What follows belongs to an exercise in optimizing a design on an open flow for small area and a short achievable clock period; a production flow would make more cautious choices.
No functional check of the RTL was part of this run.

**flow/flow/run.sh**
```bash
#!/bin/bash
# Standard ORFS layout, with the port buffers made of buf_2 cells instead of the default choice.
set -euo pipefail
bash standard.sh "BUFFER_PORTS_ARGS=-buffer_cell sky130_fd_sc_hd__buf_2" finish > make_finish.log 2>&1
```
**flow/standard.sh**
```bash
#!/bin/bash
# synth_recipe.tcl (not shown) runs the flow's synth.tcl, then flattens the netlist and writes it again
# the make line also repeats each setting of config.mk as NAME=value (left out here)
make -C /OpenROAD-flow-scripts/flow DESIGN_CONFIG=/design/flow/config.mk WORK_HOME=/design/flow/orfs CLKGATE_MAP_FILE= SYNTH_SCRIPT=/design/flow/synth_recipe.tcl "${@:-finish}"
```
**flow/config.mk**
```make
export PLATFORM = sky130hd
export DESIGN_NAME = MACRegister
export DESIGN_NICKNAME = MACRegister
export VERILOG_FILES = /design/flow/design.v
export SDC_FILE = /design/flow/constraint.sdc
export NUM_CORES = 4
export LEC_CHECK = 0
export CAP_MARGIN = 20
export CORE_MARGIN = 2
export CORE_UTILIZATION = 40
export SETUP_SLACK_MARGIN = 1.0
export SLEW_MARGIN = 20
export SYNTH_HIERARCHICAL = 1
export SYNTH_MINIMUM_KEEP_SIZE = 0
```
**flow/constraint.sdc**
```tcl
create_clock -name core_clock -period 19.0 [get_ports {clk}]
set_input_delay 3.8000 -clock core_clock [delete_from_list [all_inputs] [get_ports {clk}]]
set_output_delay 3.8000 -clock core_clock [all_outputs]
set_load 0.01 [all_outputs]
```
**flow/design.v**
```verilog
`timescale 1ns / 1ps
module HalfAdder(
    input a,
    input b,
    output f,
    output carryOut
    );
    assign f = a ^ b;
    assign carryOut = a & b;
endmodule
module HalfAdderN(
    input an,
    input bn,
    output fn,
    output carryOutN
    );
    Xnor2 x(an, bn, fn);
    Or2 o(an, bn, carryOutN);
endmodule
module Xnor2(input a, input b, output y);
    assign y = ~(a ^ b);
endmodule
module Or2(input a, input b, output y);
    assign y = a | b;
endmodule
`timescale 1ns / 1ps
module FullAdder(
    input a,
    input b,
    input carryIn,
    output sum,
    output carryOut
    );
    assign sum = a ^ b ^ carryIn;
    assign carryOut = (a & b) | (a & carryIn) | (b & carryIn);
endmodule
`timescale 1ns / 1ps
module Inv(input a, output y);
    assign y = ~a;
endmodule
module Nand2(input a, input b, output y);
    assign y = ~(a & b);
endmodule
module Nor2(input a, input b, output y);
    assign y = ~(a | b);
endmodule
module Aoi21(input a, input b, input c, output y);
    assign y = ~((a & b) | c);
endmodule
module Oai21(input a, input b, input c, output y);
    assign y = ~((a | b) & c);
endmodule
module Xor2(input a, input b, output y);
    assign y = a ^ b;
endmodule
`timescale 1ns / 1ps
module MACRegister(
    input clk,
    input rst,
    input [1:0] opcode,
    input [15:0] a,
    input [15:0] b,
    output [31:0] dataOut
    );
    reg [31:0] register;
    assign dataOut = register;
    wire [31:0] rt = ~register;
    wire pp0_0 = ~(a[0] & b[0]), pp0_1 = ~(a[0] & b[1]), pp0_2 = ~(a[0] & b[2]), pp0_3 = ~(a[0] & b[3]), pp0_4 = ~(a[0] & b[4]), pp0_5 = ~(a[0] & b[5]), pp0_6 = ~(a[0] & b[6]), pp0_7 = ~(a[0] & b[7]), pp0_8 = ~(a[0] & b[8]), pp0_9 = ~(a[0] & b[9]), pp0_10 = ~(a[0] & b[10]), pp0_11 = ~(a[0] & b[11]), pp0_12 = ~(a[0] & b[12]), pp0_13 = ~(a[0] & b[13]), pp0_14 = ~(a[0] & b[14]), pp0_15 = ~(a[0] & b[15]);
    wire pp1_0 = ~(a[1] & b[0]), pp1_1 = ~(a[1] & b[1]), pp1_2 = ~(a[1] & b[2]), pp1_3 = ~(a[1] & b[3]), pp1_4 = ~(a[1] & b[4]), pp1_5 = ~(a[1] & b[5]), pp1_6 = ~(a[1] & b[6]), pp1_7 = ~(a[1] & b[7]), pp1_8 = ~(a[1] & b[8]), pp1_9 = ~(a[1] & b[9]), pp1_10 = ~(a[1] & b[10]), pp1_11 = ~(a[1] & b[11]), pp1_12 = ~(a[1] & b[12]), pp1_13 = ~(a[1] & b[13]), pp1_14 = ~(a[1] & b[14]), pp1_15 = ~(a[1] & b[15]);
    wire pp2_0 = ~(a[2] & b[0]), pp2_1 = ~(a[2] & b[1]), pp2_2 = ~(a[2] & b[2]), pp2_3 = ~(a[2] & b[3]), pp2_4 = ~(a[2] & b[4]), pp2_5 = ~(a[2] & b[5]), pp2_6 = ~(a[2] & b[6]), pp2_7 = ~(a[2] & b[7]), pp2_8 = ~(a[2] & b[8]), pp2_9 = ~(a[2] & b[9]), pp2_10 = ~(a[2] & b[10]), pp2_11 = ~(a[2] & b[11]), pp2_12 = ~(a[2] & b[12]), pp2_13 = ~(a[2] & b[13]), pp2_14 = ~(a[2] & b[14]), pp2_15 = ~(a[2] & b[15]);
    wire pp3_0 = ~(a[3] & b[0]), pp3_1 = ~(a[3] & b[1]), pp3_2 = ~(a[3] & b[2]), pp3_3 = ~(a[3] & b[3]), pp3_4 = ~(a[3] & b[4]), pp3_5 = ~(a[3] & b[5]), pp3_6 = ~(a[3] & b[6]), pp3_7 = ~(a[3] & b[7]), pp3_8 = ~(a[3] & b[8]), pp3_9 = ~(a[3] & b[9]), pp3_10 = ~(a[3] & b[10]), pp3_11 = ~(a[3] & b[11]), pp3_12 = ~(a[3] & b[12]), pp3_13 = ~(a[3] & b[13]), pp3_14 = ~(a[3] & b[14]), pp3_15 = ~(a[3] & b[15]);
    wire pp4_0 = ~(a[4] & b[0]), pp4_1 = ~(a[4] & b[1]), pp4_2 = ~(a[4] & b[2]), pp4_3 = ~(a[4] & b[3]), pp4_4 = ~(a[4] & b[4]), pp4_5 = ~(a[4] & b[5]), pp4_6 = ~(a[4] & b[6]), pp4_7 = ~(a[4] & b[7]), pp4_8 = ~(a[4] & b[8]), pp4_9 = ~(a[4] & b[9]), pp4_10 = ~(a[4] & b[10]), pp4_11 = ~(a[4] & b[11]), pp4_12 = ~(a[4] & b[12]), pp4_13 = ~(a[4] & b[13]), pp4_14 = ~(a[4] & b[14]), pp4_15 = ~(a[4] & b[15]);
    wire pp5_0 = ~(a[5] & b[0]), pp5_1 = ~(a[5] & b[1]), pp5_2 = ~(a[5] & b[2]), pp5_3 = ~(a[5] & b[3]), pp5_4 = ~(a[5] & b[4]), pp5_5 = ~(a[5] & b[5]), pp5_6 = ~(a[5] & b[6]), pp5_7 = ~(a[5] & b[7]), pp5_8 = ~(a[5] & b[8]), pp5_9 = ~(a[5] & b[9]), pp5_10 = ~(a[5] & b[10]), pp5_11 = ~(a[5] & b[11]), pp5_12 = ~(a[5] & b[12]), pp5_13 = ~(a[5] & b[13]), pp5_14 = ~(a[5] & b[14]), pp5_15 = ~(a[5] & b[15]);
    wire pp6_0 = ~(a[6] & b[0]), pp6_1 = ~(a[6] & b[1]), pp6_2 = ~(a[6] & b[2]), pp6_3 = ~(a[6] & b[3]), pp6_4 = ~(a[6] & b[4]), pp6_5 = ~(a[6] & b[5]), pp6_6 = ~(a[6] & b[6]), pp6_7 = ~(a[6] & b[7]), pp6_8 = ~(a[6] & b[8]), pp6_9 = ~(a[6] & b[9]), pp6_10 = ~(a[6] & b[10]), pp6_11 = ~(a[6] & b[11]), pp6_12 = ~(a[6] & b[12]), pp6_13 = ~(a[6] & b[13]), pp6_14 = ~(a[6] & b[14]), pp6_15 = ~(a[6] & b[15]);
    wire pp7_0 = ~(a[7] & b[0]), pp7_1 = ~(a[7] & b[1]), pp7_2 = ~(a[7] & b[2]), pp7_3 = ~(a[7] & b[3]), pp7_4 = ~(a[7] & b[4]), pp7_5 = ~(a[7] & b[5]), pp7_6 = ~(a[7] & b[6]), pp7_7 = ~(a[7] & b[7]), pp7_8 = ~(a[7] & b[8]), pp7_9 = ~(a[7] & b[9]), pp7_10 = ~(a[7] & b[10]), pp7_11 = ~(a[7] & b[11]), pp7_12 = ~(a[7] & b[12]), pp7_13 = ~(a[7] & b[13]), pp7_14 = ~(a[7] & b[14]), pp7_15 = ~(a[7] & b[15]);
    wire pp8_0 = ~(a[8] & b[0]), pp8_1 = ~(a[8] & b[1]), pp8_2 = ~(a[8] & b[2]), pp8_3 = ~(a[8] & b[3]), pp8_4 = ~(a[8] & b[4]), pp8_5 = ~(a[8] & b[5]), pp8_6 = ~(a[8] & b[6]), pp8_7 = ~(a[8] & b[7]), pp8_8 = ~(a[8] & b[8]), pp8_9 = ~(a[8] & b[9]), pp8_10 = ~(a[8] & b[10]), pp8_11 = ~(a[8] & b[11]), pp8_12 = ~(a[8] & b[12]), pp8_13 = ~(a[8] & b[13]), pp8_14 = ~(a[8] & b[14]), pp8_15 = ~(a[8] & b[15]);
    wire pp9_0 = ~(a[9] & b[0]), pp9_1 = ~(a[9] & b[1]), pp9_2 = ~(a[9] & b[2]), pp9_3 = ~(a[9] & b[3]), pp9_4 = ~(a[9] & b[4]), pp9_5 = ~(a[9] & b[5]), pp9_6 = ~(a[9] & b[6]), pp9_7 = ~(a[9] & b[7]), pp9_8 = ~(a[9] & b[8]), pp9_9 = ~(a[9] & b[9]), pp9_10 = ~(a[9] & b[10]), pp9_11 = ~(a[9] & b[11]), pp9_12 = ~(a[9] & b[12]), pp9_13 = ~(a[9] & b[13]), pp9_14 = ~(a[9] & b[14]), pp9_15 = ~(a[9] & b[15]);
    wire pp10_0 = ~(a[10] & b[0]), pp10_1 = ~(a[10] & b[1]), pp10_2 = ~(a[10] & b[2]), pp10_3 = ~(a[10] & b[3]), pp10_4 = ~(a[10] & b[4]), pp10_5 = ~(a[10] & b[5]), pp10_6 = ~(a[10] & b[6]), pp10_7 = ~(a[10] & b[7]), pp10_8 = ~(a[10] & b[8]), pp10_9 = ~(a[10] & b[9]), pp10_10 = ~(a[10] & b[10]), pp10_11 = ~(a[10] & b[11]), pp10_12 = ~(a[10] & b[12]), pp10_13 = ~(a[10] & b[13]), pp10_14 = ~(a[10] & b[14]), pp10_15 = ~(a[10] & b[15]);
    wire pp11_0 = ~(a[11] & b[0]), pp11_1 = ~(a[11] & b[1]), pp11_2 = ~(a[11] & b[2]), pp11_3 = ~(a[11] & b[3]), pp11_4 = ~(a[11] & b[4]), pp11_5 = ~(a[11] & b[5]), pp11_6 = ~(a[11] & b[6]), pp11_7 = ~(a[11] & b[7]), pp11_8 = ~(a[11] & b[8]), pp11_9 = ~(a[11] & b[9]), pp11_10 = ~(a[11] & b[10]), pp11_11 = ~(a[11] & b[11]), pp11_12 = ~(a[11] & b[12]), pp11_13 = ~(a[11] & b[13]), pp11_14 = ~(a[11] & b[14]), pp11_15 = ~(a[11] & b[15]);
    wire pp12_0 = ~(a[12] & b[0]), pp12_1 = ~(a[12] & b[1]), pp12_2 = ~(a[12] & b[2]), pp12_3 = ~(a[12] & b[3]), pp12_4 = ~(a[12] & b[4]), pp12_5 = ~(a[12] & b[5]), pp12_6 = ~(a[12] & b[6]), pp12_7 = ~(a[12] & b[7]), pp12_8 = ~(a[12] & b[8]), pp12_9 = ~(a[12] & b[9]), pp12_10 = ~(a[12] & b[10]), pp12_11 = ~(a[12] & b[11]), pp12_12 = ~(a[12] & b[12]), pp12_13 = ~(a[12] & b[13]), pp12_14 = ~(a[12] & b[14]), pp12_15 = ~(a[12] & b[15]);
    wire pp13_0 = ~(a[13] & b[0]), pp13_1 = ~(a[13] & b[1]), pp13_2 = ~(a[13] & b[2]), pp13_3 = ~(a[13] & b[3]), pp13_4 = ~(a[13] & b[4]), pp13_5 = ~(a[13] & b[5]), pp13_6 = ~(a[13] & b[6]), pp13_7 = ~(a[13] & b[7]), pp13_8 = ~(a[13] & b[8]), pp13_9 = ~(a[13] & b[9]), pp13_10 = ~(a[13] & b[10]), pp13_11 = ~(a[13] & b[11]), pp13_12 = ~(a[13] & b[12]), pp13_13 = ~(a[13] & b[13]), pp13_14 = ~(a[13] & b[14]), pp13_15 = ~(a[13] & b[15]);
    wire pp14_0 = ~(a[14] & b[0]), pp14_1 = ~(a[14] & b[1]), pp14_2 = ~(a[14] & b[2]), pp14_3 = ~(a[14] & b[3]), pp14_4 = ~(a[14] & b[4]), pp14_5 = ~(a[14] & b[5]), pp14_6 = ~(a[14] & b[6]), pp14_7 = ~(a[14] & b[7]), pp14_8 = ~(a[14] & b[8]), pp14_9 = ~(a[14] & b[9]), pp14_10 = ~(a[14] & b[10]), pp14_11 = ~(a[14] & b[11]), pp14_12 = ~(a[14] & b[12]), pp14_13 = ~(a[14] & b[13]), pp14_14 = ~(a[14] & b[14]), pp14_15 = ~(a[14] & b[15]);
    wire pp15_0 = ~(a[15] & b[0]), pp15_1 = ~(a[15] & b[1]), pp15_2 = ~(a[15] & b[2]), pp15_3 = ~(a[15] & b[3]), pp15_4 = ~(a[15] & b[4]), pp15_5 = ~(a[15] & b[5]), pp15_6 = ~(a[15] & b[6]), pp15_7 = ~(a[15] & b[7]), pp15_8 = ~(a[15] & b[8]), pp15_9 = ~(a[15] & b[9]), pp15_10 = ~(a[15] & b[10]), pp15_11 = ~(a[15] & b[11]), pp15_12 = ~(a[15] & b[12]), pp15_13 = ~(a[15] & b[13]), pp15_14 = ~(a[15] & b[14]), pp15_15 = ~(a[15] & b[15]);
    wire s1, c2, s3, c4, s5, c6, s7, c8, s9, c10, s11, c12, s13, c14, s15, c16;
    wire s17, c18, s19, c20, s21, c22, s23, c24, s25, c26, s27, c28, s29, c30, s31, c32;
    wire s33, c34, s35, c36, s37, c38, s39, c40, s41, c42, s43, c44, s45, c46, s47, c48;
    wire s49, c50, s51, c52, s53, c54, s55, c56, s57, c58, s59, c60, s61, c62, s63, c64;
    wire s65, c66, s67, c68, s69, c70, s71, c72, s73, c74, s75, c76, s77, c78, s79, c80;
    wire s81, c82, s83, c84, s85, c86, s87, c88, s89, c90, s91, c92, s93, c94, s95, c96;
    wire s97, c98, s99, c100, s101, c102, s103, c104, s105, c106, s107, c108, s109, c110, s111, c112;
    wire s113, c114, s115, c116, s117, c118, s119, c120, s121, c122, s123, c124, s125, c126, s127, c128;
    wire s129, c130, s131, c132, s133, c134, s135, c136, s137, c138, s139, c140, s141, c142, s143, c144;
    wire s145, c146, s147, c148, s149, c150, s151, c152, s153, c154, s155, c156, s157, c158, s159, c160;
    wire s161, c162, s163, c164, s165, c166, s167, c168, s169, c170, s171, c172, s173, c174, s175, c176;
    wire s177, c178, s179, c180, s181, c182, s183, c184, s185, c186, s187, c188, s189, c190, s191, c192;
    wire s193, c194, s195, c196, s197, c198, s199, c200, s201, c202, s203, c204, s205, c206, s207, c208;
    wire s209, c210, s211, c212, s213, c214, s215, c216, s217, c218, s219, c220, s221, c222, s223, c224;
    wire s225, c226, s227, c228, s229, c230, s231, c232, s233, c234, s235, c236, s237, c238, s239, c240;
    wire s241, c242, s243, c244, s245, c246, s247, c248, s249, c250, s251, c252, s253, c254, s255, c256;
    wire s257, c258, s259, c260, s261, c262, s263, c264, s265, c266, s267, c268, s269, c270, s271, c272;
    wire s273, c274, s275, c276, s277, c278, s279, c280, s281, c282, s283, c284, s285, c286, s287, c288;
    wire s289, c290, s291, c292, s293, c294, s295, c296, s297, c298, s299, c300, s301, c302, s303, c304;
    wire s305, c306, s307, c308, s309, c310, s311, c312, s313, c314, s315, c316, s317, c318, s319, c320;
    wire s321, c322, s323, c324, s325, c326, s327, c328, s329, c330, s331, c332, s333, c334, s335, c336;
    wire s337, c338, s339, c340, s341, c342, s343, c344, s345, c346, s347, c348, s349, c350, s351, c352;
    wire s353, c354, s355, c356, s357, c358, s359, c360, s361, c362, s363, c364, s365, c366, s367, c368;
    wire s369, c370, s371, c372, s373, c374, s375, c376, s377, c378, s379, c380, s381, c382, s383, c384;
    wire s385, c386, s387, c388, s389, c390, s391, c392, s393, c394, s395, c396, s397, c398, s399, c400;
    wire s401, c402, s403, c404, s405, c406, s407, c408, s409, c410, s411, c412, s413, c414, s415, c416;
    wire s417, c418, s419, c420, s421, c422, s423, c424, s425, c426, s427, c428, s429, c430, s431, c432;
    wire s433, c434, s435, c436, s437, c438, s439, c440, s441, c442, s443, c444, s445, c446, s447, c448;
    wire s449, c450, s451, c452, s453, c454, s455, c456, s457, c458, s459, c460, s461, c462, s463, c464;
    wire s465, c466, s467, c468, s469, c470, s471, c472, s473, c474, s475, c476, s477, c478, s479, c480;
    HalfAdderN ha0(rt[12], pp0_12, s1, c2);
    FullAdder fa0(rt[13], pp0_13, pp10_3, s3, c4);
    HalfAdderN ha1(pp11_2, pp12_1, s5, c6);
    FullAdder fa1(rt[14], pp0_14, pp10_4, s7, c8);
    FullAdder fa2(pp11_3, pp12_2, pp13_1, s9, c10);
    HalfAdderN ha2(pp14_0, pp1_13, s11, c12);
    FullAdder fa3(rt[15], pp0_15, pp10_5, s13, c14);
    FullAdder fa4(pp11_4, pp12_3, pp13_2, s15, c16);
    FullAdder fa5(pp14_1, pp15_0, pp1_14, s17, c18);
    HalfAdderN ha3(pp2_13, pp3_12, s19, c20);
    FullAdder fa6(rt[16], pp10_6, pp11_5, s21, c22);
    FullAdder fa7(pp12_4, pp13_3, pp14_2, s23, c24);
    FullAdder fa8(pp15_1, pp1_15, pp2_14, s25, c26);
    HalfAdderN ha4(pp3_13, pp4_12, s27, c28);
    FullAdder fa9(rt[17], pp10_7, pp11_6, s29, c30);
    FullAdder fa10(pp12_5, pp13_4, pp14_3, s31, c32);
    FullAdder fa11(pp15_2, pp2_15, pp3_14, s33, c34);
    FullAdder fa12(rt[18], pp10_8, pp11_7, s35, c36);
    FullAdder fa13(pp12_6, pp13_5, pp14_4, s37, c38);
    FullAdder fa14(rt[19], pp10_9, pp11_8, s39, c40);
    HalfAdderN ha5(rt[8], pp0_8, s41, c42);
    FullAdder fa15(rt[9], pp0_9, pp1_8, s43, c44);
    HalfAdderN ha6(pp2_7, pp3_6, s45, c46);
    FullAdder fa16(rt[10], pp0_10, pp10_0, s47, c48);
    FullAdder fa17(pp1_9, pp2_8, pp3_7, s49, c50);
    HalfAdderN ha7(pp4_6, pp5_5, s51, c52);
    FullAdder fa18(rt[11], pp0_11, pp10_1, s53, c54);
    FullAdder fa19(pp11_0, pp1_10, pp2_9, s55, c56);
    FullAdder fa20(pp3_8, pp4_7, pp5_6, s57, c58);
    HalfAdderN ha8(pp6_5, pp7_4, s59, c60);
    FullAdder fa21(pp10_2, pp11_1, pp12_0, s61, c62);
    FullAdder fa22(pp1_11, pp2_10, pp3_9, s63, c64);
    FullAdder fa23(pp4_8, pp5_7, pp6_6, s65, c66);
    FullAdder fa24(pp7_5, pp8_4, pp9_3, s67, c68);
    FullAdder fa25(pp13_0, pp1_12, pp2_11, s69, c70);
    FullAdder fa26(pp3_10, pp4_9, pp5_8, s71, c72);
    FullAdder fa27(pp6_7, pp7_6, pp8_5, s73, c74);
    FullAdder fa28(pp9_4, c2, s5, s75, c76);
    FullAdder fa29(pp2_12, pp3_11, pp4_10, s77, c78);
    FullAdder fa30(pp5_9, pp6_8, pp7_7, s79, c80);
    FullAdder fa31(pp8_6, pp9_5, c6, s81, c82);
    FullAdder fa32(s11, c4, s7, s83, c84);
    FullAdder fa33(pp4_11, pp5_10, pp6_9, s85, c86);
    FullAdder fa34(pp7_8, pp8_7, pp9_6, s87, c88);
    FullAdder fa35(c12, s19, c8, s89, c90);
    FullAdder fa36(c10, s13, s15, s91, c92);
    FullAdder fa37(pp5_11, pp6_10, pp7_9, s93, c94);
    FullAdder fa38(pp8_8, pp9_7, c20, s95, c96);
    FullAdder fa39(s27, c14, c16, s97, c98);
    FullAdder fa40(c18, s21, s23, s99, c100);
    FullAdder fa41(pp4_13, pp5_12, pp6_11, s101, c102);
    FullAdder fa42(pp7_10, pp8_9, pp9_8, s103, c104);
    FullAdder fa43(c28, c22, c24, s105, c106);
    FullAdder fa44(c26, s29, s31, s107, c108);
    FullAdder fa45(pp15_3, pp3_15, pp4_14, s109, c110);
    FullAdder fa46(pp5_13, pp6_12, pp7_11, s111, c112);
    FullAdder fa47(pp8_10, pp9_9, c30, s113, c114);
    FullAdder fa48(c32, c34, s35, s115, c116);
    FullAdder fa49(pp12_7, pp13_6, pp14_5, s117, c118);
    FullAdder fa50(pp15_4, pp4_15, pp5_14, s119, c120);
    FullAdder fa51(pp6_13, pp7_12, pp8_11, s121, c122);
    FullAdder fa52(pp9_10, c36, c38, s123, c124);
    FullAdder fa53(rt[20], pp10_10, pp11_9, s125, c126);
    FullAdder fa54(pp12_8, pp13_7, pp14_6, s127, c128);
    FullAdder fa55(pp15_5, pp5_15, pp6_14, s129, c130);
    FullAdder fa56(pp7_13, pp8_12, pp9_11, s131, c132);
    FullAdder fa57(rt[21], pp10_11, pp11_10, s133, c134);
    FullAdder fa58(pp12_9, pp13_8, pp14_7, s135, c136);
    FullAdder fa59(pp15_6, pp6_15, pp7_14, s137, c138);
    FullAdder fa60(rt[22], pp10_12, pp11_11, s139, c140);
    FullAdder fa61(pp12_10, pp13_9, pp14_8, s141, c142);
    FullAdder fa62(rt[23], pp10_13, pp11_12, s143, c144);
    HalfAdderN ha9(rt[5], pp0_5, s145, c146);
    FullAdder fa63(rt[6], pp0_6, pp1_5, s147, c148);
    HalfAdderN ha10(pp2_4, pp3_3, s149, c150);
    FullAdder fa64(rt[7], pp0_7, pp1_6, s151, c152);
    FullAdder fa65(pp2_5, pp3_4, pp4_3, s153, c154);
    HalfAdderN ha11(pp5_2, pp6_1, s155, c156);
    FullAdder fa66(pp1_7, pp2_6, pp3_5, s157, c158);
    FullAdder fa67(pp4_4, pp5_3, pp6_2, s159, c160);
    FullAdder fa68(pp7_1, pp8_0, s41, s161, c162);
    FullAdder fa69(pp4_5, pp5_4, pp6_3, s163, c164);
    FullAdder fa70(pp7_2, pp8_1, pp9_0, s165, c166);
    FullAdder fa71(c42, s45, s43, s167, c168);
    FullAdder fa72(pp6_4, pp7_3, pp8_2, s169, c170);
    FullAdder fa73(pp9_1, c46, s51, s171, c172);
    FullAdder fa74(c44, s47, s49, s173, c174);
    FullAdder fa75(pp8_3, pp9_2, c52, s175, c176);
    FullAdder fa76(s59, c48, c50, s177, c178);
    FullAdder fa77(s53, s55, s57, s179, c180);
    FullAdder fa78(c60, s1, c54, s181, c182);
    FullAdder fa79(c56, c58, s61, s183, c184);
    FullAdder fa80(s63, s65, s67, s185, c186);
    FullAdder fa81(c62, c64, c66, s187, c188);
    FullAdder fa82(c68, s3, s69, s189, c190);
    FullAdder fa83(s71, s73, s75, s191, c192);
    FullAdder fa84(c70, c72, c74, s193, c194);
    FullAdder fa85(s77, s79, s9, s195, c196);
    FullAdder fa86(c76, s81, s83, s197, c198);
    FullAdder fa87(c78, c80, s17, s199, c200);
    FullAdder fa88(s85, s87, c82, s201, c202);
    FullAdder fa89(c84, s89, s91, s203, c204);
    FullAdder fa90(c86, c88, s25, s205, c206);
    FullAdder fa91(s93, s95, c90, s207, c208);
    FullAdder fa92(s97, c92, s99, s209, c210);
    FullAdder fa93(c94, s101, s103, s211, c212);
    FullAdder fa94(s33, c96, c98, s213, c214);
    FullAdder fa95(s105, c100, s107, s215, c216);
    FullAdder fa96(c102, c104, s109, s217, c218);
    FullAdder fa97(s111, s37, c106, s219, c220);
    FullAdder fa98(s113, c108, s115, s221, c222);
    FullAdder fa99(c110, c112, s39, s223, c224);
    FullAdder fa100(s117, s119, s121, s225, c226);
    FullAdder fa101(c114, s123, c116, s227, c228);
    FullAdder fa102(c40, c118, c120, s229, c230);
    FullAdder fa103(c122, s125, s127, s231, c232);
    FullAdder fa104(s129, s131, c124, s233, c234);
    FullAdder fa105(pp8_13, pp9_12, c126, s235, c236);
    FullAdder fa106(c128, c130, c132, s237, c238);
    FullAdder fa107(s133, s135, s137, s239, c240);
    FullAdder fa108(pp15_7, pp7_15, pp8_14, s241, c242);
    FullAdder fa109(pp9_13, c134, c136, s243, c244);
    FullAdder fa110(c138, s139, s141, s245, c246);
    FullAdder fa111(pp12_11, pp13_10, pp14_9, s247, c248);
    FullAdder fa112(pp15_8, pp8_15, pp9_14, s249, c250);
    FullAdder fa113(c140, c142, s143, s251, c252);
    FullAdder fa114(rt[24], pp10_14, pp11_13, s253, c254);
    FullAdder fa115(pp12_12, pp13_11, pp14_10, s255, c256);
    FullAdder fa116(pp15_9, pp9_15, c144, s257, c258);
    FullAdder fa117(rt[25], pp10_15, pp11_14, s259, c260);
    FullAdder fa118(pp12_13, pp13_12, pp14_11, s261, c262);
    FullAdder fa119(rt[26], pp11_15, pp12_14, s263, c264);
    HalfAdderN ha12(rt[3], pp0_3, s265, c266);
    FullAdder fa120(rt[4], pp0_4, pp1_3, s267, c268);
    HalfAdderN ha13(pp2_2, pp3_1, s269, c270);
    FullAdder fa121(pp1_4, pp2_3, pp3_2, s271, c272);
    FullAdder fa122(pp4_1, pp5_0, s145, s273, c274);
    FullAdder fa123(pp4_2, pp5_1, pp6_0, s275, c276);
    FullAdder fa124(c146, s149, s147, s277, c278);
    FullAdder fa125(pp7_0, c150, s155, s279, c280);
    FullAdder fa126(c148, s151, s153, s281, c282);
    FullAdder fa127(c156, c152, c154, s283, c284);
    FullAdder fa128(s157, s159, s161, s285, c286);
    FullAdder fa129(c158, c160, s163, s287, c288);
    FullAdder fa130(s165, c162, s167, s289, c290);
    FullAdder fa131(c164, c166, s169, s291, c292);
    FullAdder fa132(s171, c168, s173, s293, c294);
    FullAdder fa133(c170, c172, s175, s295, c296);
    FullAdder fa134(c174, s177, s179, s297, c298);
    FullAdder fa135(c176, c178, s181, s299, c300);
    FullAdder fa136(c180, s183, s185, s301, c302);
    FullAdder fa137(c182, c184, c186, s303, c304);
    FullAdder fa138(s187, s189, s191, s305, c306);
    FullAdder fa139(c188, c190, s193, s307, c308);
    FullAdder fa140(s195, c192, s197, s309, c310);
    FullAdder fa141(c194, c196, s199, s311, c312);
    FullAdder fa142(s201, c198, s203, s313, c314);
    FullAdder fa143(c200, s205, c202, s315, c316);
    FullAdder fa144(s207, c204, s209, s317, c318);
    FullAdder fa145(c206, s211, c208, s319, c320);
    FullAdder fa146(s213, c210, s215, s321, c322);
    FullAdder fa147(c212, s217, c214, s323, c324);
    FullAdder fa148(s219, c216, s221, s325, c326);
    FullAdder fa149(c218, s223, s225, s327, c328);
    FullAdder fa150(c220, c222, s227, s329, c330);
    FullAdder fa151(c224, s229, c226, s331, c332);
    FullAdder fa152(s231, s233, c228, s333, c334);
    FullAdder fa153(s235, c230, c232, s335, c336);
    FullAdder fa154(s237, s239, c234, s337, c338);
    FullAdder fa155(s241, c236, s243, s339, c340);
    FullAdder fa156(c238, c240, s245, s341, c342);
    FullAdder fa157(c242, s247, s249, s343, c344);
    FullAdder fa158(c244, c246, s251, s345, c346);
    FullAdder fa159(c248, c250, s253, s347, c348);
    FullAdder fa160(s255, s257, c252, s349, c350);
    FullAdder fa161(pp15_10, c254, c256, s351, c352);
    FullAdder fa162(s259, s261, c258, s353, c354);
    FullAdder fa163(pp13_13, pp14_12, pp15_11, s355, c356);
    FullAdder fa164(c260, c262, s263, s357, c358);
    FullAdder fa165(rt[27], pp12_15, pp13_14, s359, c360);
    FullAdder fa166(pp14_13, pp15_12, c264, s361, c362);
    FullAdder fa167(rt[28], pp13_15, pp14_14, s363, c364);
    HalfAdderN ha14(rt[2], pp0_2, s365, c366);
    FullAdder fa168(pp1_2, pp2_1, pp3_0, s367, c368);
    FullAdder fa169(pp4_0, c266, s269, s369, c370);
    FullAdder fa170(c270, c268, s271, s371, c372);
    FullAdder fa171(c272, s275, c274, s373, c374);
    FullAdder fa172(c276, s279, c278, s375, c376);
    FullAdder fa173(c280, c282, s283, s377, c378);
    FullAdder fa174(c284, s287, c286, s379, c380);
    FullAdder fa175(c288, s291, c290, s381, c382);
    FullAdder fa176(c292, s295, c294, s383, c384);
    FullAdder fa177(c296, s299, c298, s385, c386);
    FullAdder fa178(c300, c302, s303, s387, c388);
    FullAdder fa179(c304, s307, c306, s389, c390);
    FullAdder fa180(c308, s311, c310, s391, c392);
    FullAdder fa181(c312, s315, c314, s393, c394);
    FullAdder fa182(c316, s319, c318, s395, c396);
    FullAdder fa183(c320, s323, c322, s397, c398);
    FullAdder fa184(s327, c324, c326, s399, c400);
    FullAdder fa185(c328, s331, c330, s401, c402);
    FullAdder fa186(s335, c332, s337, s403, c404);
    FullAdder fa187(c336, s339, s341, s405, c406);
    FullAdder fa188(s343, c340, c342, s407, c408);
    FullAdder fa189(c344, s347, c346, s409, c410);
    FullAdder fa190(s351, c348, s353, s411, c412);
    FullAdder fa191(s355, c352, s357, s413, c414);
    FullAdder fa192(c356, s359, s361, s415, c416);
    FullAdder fa193(pp15_13, c360, s363, s417, c418);
    FullAdder fa194(rt[29], pp14_15, pp15_14, s419, c420);
    HalfAdderN ha15(rt[1], pp0_1, s421, c422);
    FullAdder fa195(pp1_1, pp2_0, s365, s423, c424);
    FullAdder fa196(c366, s265, s367, s425, c426);
    FullAdder fa197(c368, s267, s369, s427, c428);
    FullAdder fa198(c370, s273, s371, s429, c430);
    FullAdder fa199(c372, s277, s373, s431, c432);
    FullAdder fa200(s281, c374, s375, s433, c434);
    FullAdder fa201(c376, s285, s377, s435, c436);
    FullAdder fa202(c378, s289, s379, s437, c438);
    FullAdder fa203(s293, c380, s381, s439, c440);
    FullAdder fa204(s297, c382, s383, s441, c442);
    FullAdder fa205(s301, c384, s385, s443, c444);
    FullAdder fa206(s305, c386, s387, s445, c446);
    FullAdder fa207(c388, s309, s389, s447, c448);
    FullAdder fa208(s313, c390, s391, s449, c450);
    FullAdder fa209(s317, c392, s393, s451, c452);
    FullAdder fa210(s321, c394, s395, s453, c454);
    FullAdder fa211(s325, c396, s397, s455, c456);
    FullAdder fa212(s329, c398, s399, s457, c458);
    FullAdder fa213(s333, c400, s401, s459, c460);
    FullAdder fa214(c334, s403, c402, s461, c462);
    FullAdder fa215(c338, s405, c404, s463, c464);
    FullAdder fa216(s345, c406, s407, s465, c466);
    FullAdder fa217(s349, c408, s409, s467, c468);
    FullAdder fa218(c350, s411, c410, s469, c470);
    FullAdder fa219(c354, s413, c412, s471, c472);
    FullAdder fa220(c358, c414, s415, s473, c474);
    FullAdder fa221(c362, s417, c416, s475, c476);
    FullAdder fa222(c364, s419, c418, s477, c478);
    FullAdder fa223(rt[30], pp15_15, c420, s479, c480);
    wire [31:0] x = {c480, c478, c476, c474, c472, c470, c468, c466, c464, c462, c460, c458, c456, c454, c452, c450, c448, c446, c444, c442, c440, c438, c436, c434, c432, c430, c428, c426, c424, c422, s421, rt[0]};
    wire [31:0] y = {rt[31], s479, s477, s475, s473, s471, s469, s467, s465, s463, s461, s459, s457, s455, s453, s451, s449, s447, s445, s443, s441, s439, s437, s435, s433, s431, s429, s427, s425, s423, pp1_0, pp0_0};
    wire [31:0] gn, tn, p;
    Nand2 u_g0(x[0], y[0], gn[0]);
    Nor2 u_t0(x[0], y[0], tn[0]);
    Xor2 u_p0(x[0], y[0], p[0]);
    Nand2 u_g1(x[1], y[1], gn[1]);
    Nor2 u_t1(x[1], y[1], tn[1]);
    Xor2 u_p1(x[1], y[1], p[1]);
    Nand2 u_g2(x[2], y[2], gn[2]);
    Nor2 u_t2(x[2], y[2], tn[2]);
    Xor2 u_p2(x[2], y[2], p[2]);
    Nand2 u_g3(x[3], y[3], gn[3]);
    Nor2 u_t3(x[3], y[3], tn[3]);
    Xor2 u_p3(x[3], y[3], p[3]);
    Nand2 u_g4(x[4], y[4], gn[4]);
    Nor2 u_t4(x[4], y[4], tn[4]);
    Xor2 u_p4(x[4], y[4], p[4]);
    Nand2 u_g5(x[5], y[5], gn[5]);
    Nor2 u_t5(x[5], y[5], tn[5]);
    Xor2 u_p5(x[5], y[5], p[5]);
    Nand2 u_g6(x[6], y[6], gn[6]);
    Nor2 u_t6(x[6], y[6], tn[6]);
    Xor2 u_p6(x[6], y[6], p[6]);
    Nand2 u_g7(x[7], y[7], gn[7]);
    Nor2 u_t7(x[7], y[7], tn[7]);
    Xor2 u_p7(x[7], y[7], p[7]);
    Nand2 u_g8(x[8], y[8], gn[8]);
    Nor2 u_t8(x[8], y[8], tn[8]);
    Xor2 u_p8(x[8], y[8], p[8]);
    Nand2 u_g9(x[9], y[9], gn[9]);
    Nor2 u_t9(x[9], y[9], tn[9]);
    Xor2 u_p9(x[9], y[9], p[9]);
    Nand2 u_g10(x[10], y[10], gn[10]);
    Nor2 u_t10(x[10], y[10], tn[10]);
    Xor2 u_p10(x[10], y[10], p[10]);
    Nand2 u_g11(x[11], y[11], gn[11]);
    Nor2 u_t11(x[11], y[11], tn[11]);
    Xor2 u_p11(x[11], y[11], p[11]);
    Nand2 u_g12(x[12], y[12], gn[12]);
    Nor2 u_t12(x[12], y[12], tn[12]);
    Xor2 u_p12(x[12], y[12], p[12]);
    Nand2 u_g13(x[13], y[13], gn[13]);
    Nor2 u_t13(x[13], y[13], tn[13]);
    Xor2 u_p13(x[13], y[13], p[13]);
    Nand2 u_g14(x[14], y[14], gn[14]);
    Nor2 u_t14(x[14], y[14], tn[14]);
    Xor2 u_p14(x[14], y[14], p[14]);
    Nand2 u_g15(x[15], y[15], gn[15]);
    Nor2 u_t15(x[15], y[15], tn[15]);
    Xor2 u_p15(x[15], y[15], p[15]);
    Nand2 u_g16(x[16], y[16], gn[16]);
    Nor2 u_t16(x[16], y[16], tn[16]);
    Xor2 u_p16(x[16], y[16], p[16]);
    Nand2 u_g17(x[17], y[17], gn[17]);
    Nor2 u_t17(x[17], y[17], tn[17]);
    Xor2 u_p17(x[17], y[17], p[17]);
    Nand2 u_g18(x[18], y[18], gn[18]);
    Nor2 u_t18(x[18], y[18], tn[18]);
    Xor2 u_p18(x[18], y[18], p[18]);
    Nand2 u_g19(x[19], y[19], gn[19]);
    Nor2 u_t19(x[19], y[19], tn[19]);
    Xor2 u_p19(x[19], y[19], p[19]);
    Nand2 u_g20(x[20], y[20], gn[20]);
    Nor2 u_t20(x[20], y[20], tn[20]);
    Xor2 u_p20(x[20], y[20], p[20]);
    Nand2 u_g21(x[21], y[21], gn[21]);
    Nor2 u_t21(x[21], y[21], tn[21]);
    Xor2 u_p21(x[21], y[21], p[21]);
    Nand2 u_g22(x[22], y[22], gn[22]);
    Nor2 u_t22(x[22], y[22], tn[22]);
    Xor2 u_p22(x[22], y[22], p[22]);
    Nand2 u_g23(x[23], y[23], gn[23]);
    Nor2 u_t23(x[23], y[23], tn[23]);
    Xor2 u_p23(x[23], y[23], p[23]);
    Nand2 u_g24(x[24], y[24], gn[24]);
    Nor2 u_t24(x[24], y[24], tn[24]);
    Xor2 u_p24(x[24], y[24], p[24]);
    Nand2 u_g25(x[25], y[25], gn[25]);
    Nor2 u_t25(x[25], y[25], tn[25]);
    Xor2 u_p25(x[25], y[25], p[25]);
    Nand2 u_g26(x[26], y[26], gn[26]);
    Nor2 u_t26(x[26], y[26], tn[26]);
    Xor2 u_p26(x[26], y[26], p[26]);
    Nand2 u_g27(x[27], y[27], gn[27]);
    Nor2 u_t27(x[27], y[27], tn[27]);
    Xor2 u_p27(x[27], y[27], p[27]);
    Nand2 u_g28(x[28], y[28], gn[28]);
    Nor2 u_t28(x[28], y[28], tn[28]);
    Xor2 u_p28(x[28], y[28], p[28]);
    Nand2 u_g29(x[29], y[29], gn[29]);
    Nor2 u_t29(x[29], y[29], tn[29]);
    Xor2 u_p29(x[29], y[29], p[29]);
    Nand2 u_g30(x[30], y[30], gn[30]);
    Nor2 u_t30(x[30], y[30], tn[30]);
    Xor2 u_p30(x[30], y[30], p[30]);
    Nand2 u_g31(x[31], y[31], gn[31]);
    Nor2 u_t31(x[31], y[31], tn[31]);
    Xor2 u_p31(x[31], y[31], p[31]);
    wire [31:0] g = ~gn, t = ~tn;
    wire [32:0] c;   
    assign c[0] = 1'b1;
    genvar k;
    generate for (k = 0; k < 32; k = k + 1) begin : carries
        assign c[k + 1] = g[k] | (t[k] & c[k]);
    end endgenerate
    wire [31:0] st;
    assign st[31:0] = p ^ c[31:0];
    always @ (posedge clk) begin
        if (rst)
            register <= 32'd0;
        else case (opcode)
            2'd1:  
                register <= {a, b};
            2'd2:  
                register <= ~st;
        endcase
    end
endmodule
```
==> flow_summary.toml <==
[critical_path]
crit_path_frequent_cell = "fa_1"
crit_path_top_delay_cell = "fa_1"
worst_path_largest_cell_delay_ps = 550
crit_chain = "buf_2, nand2_1, fa_1, fa_1, fa_1, fa_1, fa_1, fa_1, nand2_1, a21o_1, a2111oi_4, a21oi_2, or3_4, o21a_1, o21ai_1, mux2i_1, o32ai_1"
crit_required_ps = 19140
critPathTopFamily = "adder cells"
crit_fanout = 17
worst_setup_path_start_kind = "primary input"
cp_num_buf_inv = 1
arrival_ps = 9230
criticalPathCategory = "in -> reg"
cp-end-kind = "register"

[grt]
grt_use_met1_pct = 33.5
grt_max_degree = 53
grt_pass1_vias = 7632
grtUsageMet3_pct = 3.24
top_usage_layer = "met2"
grt_use_total_pct = 24.6
overflow = 0
antenna_found_initial = 0
grt_pass1_wl_mm = 44.5
met2_usage_pct = 40.7

[synthesis]
postSynthCellCount = 1018
synth_most_common_cell = "nand2_1"
synthFlopType = "dfxtp_1"
synth_top_area_share_pct = 50.1
synth_top_cell_by_area = "fa_1"
ys_types = 52
synth_common_cells = "305 x nand2_1, 224 x fa_1, 74 x clkbuf_1"
syn_nets = 1279
synthTopCellsByArea = "fa_1 50%, nand2_1 13%, dfxtp_1 7.2%"
ys_ff_latch = 32
synth-edff-count = 0
async_flop_share_pct = 0
avgSynthCellArea_um2 = 8.79
syn_area_mm2 = 0.00895
ys_warn_count = 7
seq_area_frac_synth_pct = 7.16

[clock_network]
cts_setup_buffers = 0
cts_tree = "yes"
cts-root-buf = "clkbuf_16"
cts_sinks = 32
clk_latency_ps = 290
ctsHoldBuffers = 0
clock_tree.buffer_depth = 2
cts_buffers = 5
cts.clk_slew.worst_paths_ps = 60
cts.repair.resized = 0
ctsHtreeMaxLevel = 2

[finish]
nets = 1275
syn_to_final_growth_pct = 6.10
regMostFlops = "register"
largest_reg_flops = 32
largest_registers = "register: 32 flops"
n_antenna_cell = 0
final_util_pct = 43.4
drive_gt1_share_pct = 8.57
final_cells = 1295

[timing]
hold_viol_final = 0
drv_slew = 0
max_slew_margin_pct = 30.7
rsz0062_at_grt = "no"
finalSetupViolCount = 0
finalCritPeriodShare_pct = 47.9
hold_slack_ps = 489
fmax_mhz = 110
skew_ps = 6.65
tightest_slew_ps = 1040
finalSetupTns_ps = 0
finalCriticalPeriod_ps = 9100

[place]
placed_cells = 1287
gp_congestion = 0.888
io_buffers = 67
hpwl_mm = 20.8

[floorplanning]
die_h_um = 154
core_mm2 = 0.0219
rows = 54
start_util_pct = 40.9
die_w_um = 154
die_area_mm2 = 0.0236
boundaryPins = 68

[route]
vias_per_cell = 5.59
first_pass_iters = 5
wl_per_cell_um = 21.6
ant_nets = 0
drtIter0Drc = 574
drc = 0
drt-total-wl_mm = 27.9
via_count = 7245

[hold_path]
hp-class = "reg -> reg"

[outcome]
status = "finished clean"

[flow_run]
drv_cap = 0
[metrics by stage]
stage | worst slack (ps) | area (um2)
2_1_floorplan | 9870 | 8950
3_3_place_gp | 9680 | 9350
3_5_place_dp | 9620 | 9350
4_1_cts | 9920 | 9490
5_1_grt | 9650 | 9490
6_report | 9900 | 9490
[worst register-to-register path: stages (launching register included)]
cell,delay [ps]
dfxtp_1,370
inv_1,90
fa_1,510
fa_1,540
fa_1,440
fa_1,420
fa_1,460
fa_1,550
nand2_1,100
a21o_1,230
a2111oi_4,410
a21oi_2,130
or3_4,450
o21a_1,230
o21ai_1,150
mux2i_1,200
o32ai_1,100
[cell families after synthesis]
kind of cell / after synthesis / share of synthesized area, %
fa+ha+maj: 225 / 50.3
xor+xnor: 76 / 7.44
flops: 32 / 7.16
simple gates: 430 / 19.5
compound gates: 131 / 10.3
buf+inv: 122 / 5.12
mux: 2 / 0.224
[placed cells by master, fill, tap and decap left out, drive strengths merged, types with 4 or more instances in the layout]
cell type | Yosys | routed
nand2 | 305 | 305
fa | 224 | 224
nor2 | 72 | 72
buf | 5 | 68
xor2 | 46 | 46
inv | 42 | 42
dfxtp | 32 | 32
xnor2 | 30 | 30
a21oi | 30 | 30
o21ai | 22 | 22
a211oi | 21 | 21
or2 | 19 | 19
o21a | 12 | 12
nor2b | 8 | 8
clkbuf | 74 | 8
nor3 | 6 | 6
o211ai | 6 | 6
or3 | 6 | 6
o32ai | 5 | 5
nand3 | 4 | 4
o22ai | 4 | 4
o31ai | 4 | 4
o2111ai | 4 | 4
[layout make-up]
| cell class | count | area (um2) |
|---|---|---|
| Timing Repair Buffer | 68 | 343 |
| Tap cell | 280 | 350 |
| Multi-Input combinational cell | 864 | 7850 |
| Inverter | 43 | 161 |
| Clock buffer | 8 | 146 |
| Sequential cell | 32 | 641 |
| Fill cell | 2186 | 12400 |
[worst paths after layout]
| kind | slack [ps] | endpoint | depth (start not counted) | start |
|---|---|---|---|---|
| setup / recovery | 9900 | register[27]$_SDFFE_PP0P_ | 17 | b[5] |
| hold / removal | 490 | register[8]$_SDFFE_PP0P_ | 2 | register[8]$_SDFFE_PP0P_ |
| setup reg to reg | 13490 | register[27]$_SDFFE_PP0P_ | 16 | register[15]$_SDFFE_PP0P_ |
| hold reg to reg | 490 | register[8]$_SDFFE_PP0P_ | 2 | register[8]$_SDFFE_PP0P_ |
[layer usage]
metal,vias up,wire length (um)
li1,3183,-
met1,3677,11100
met2,331,13700
met3,54,2140
met4,0,1020
met5,-,0
[Yosys stat by module (local to each module, per instance), a selection]
module / copies in the design / area, um2 / flops+latches
FullAdder: 224 / 20.0 / 0
MACRegister: 1 / 3710 / 32
Nand2: 31 / 3.75 / 0
Nor2: 31 / 3.75 / 0
Or2: 16 / 6.26 / 0
Xnor2: 16 / 8.76 / 0

[re-timing with driven ports]
How much do the figures lean on ideal ports? The routed layout below was timed once more, with nothing changed but the port constraints. Step 1 assumes that a clkbuf_16 drives the clock port and a buf_2 every other input. Step 2 also shifts input and output timing later by t, the mid clock arrival at the registers, as if the neighbouring blocks saw the same clock. Three values: no drivers, after step 1, after step 2; two values: the first two.
shift t [ns]: 0.320
slack for setup (ns): 9.904 / 9.918 / 9.599
latest minus earliest clock arrival (ns): 0.006 / 0.007
cell pins on the clock port's net: 1
After both steps this run still meets setup and hold. For this run, drivers alone change the setup slack by +0.014 ns; drivers and shift together by -0.305 ns.
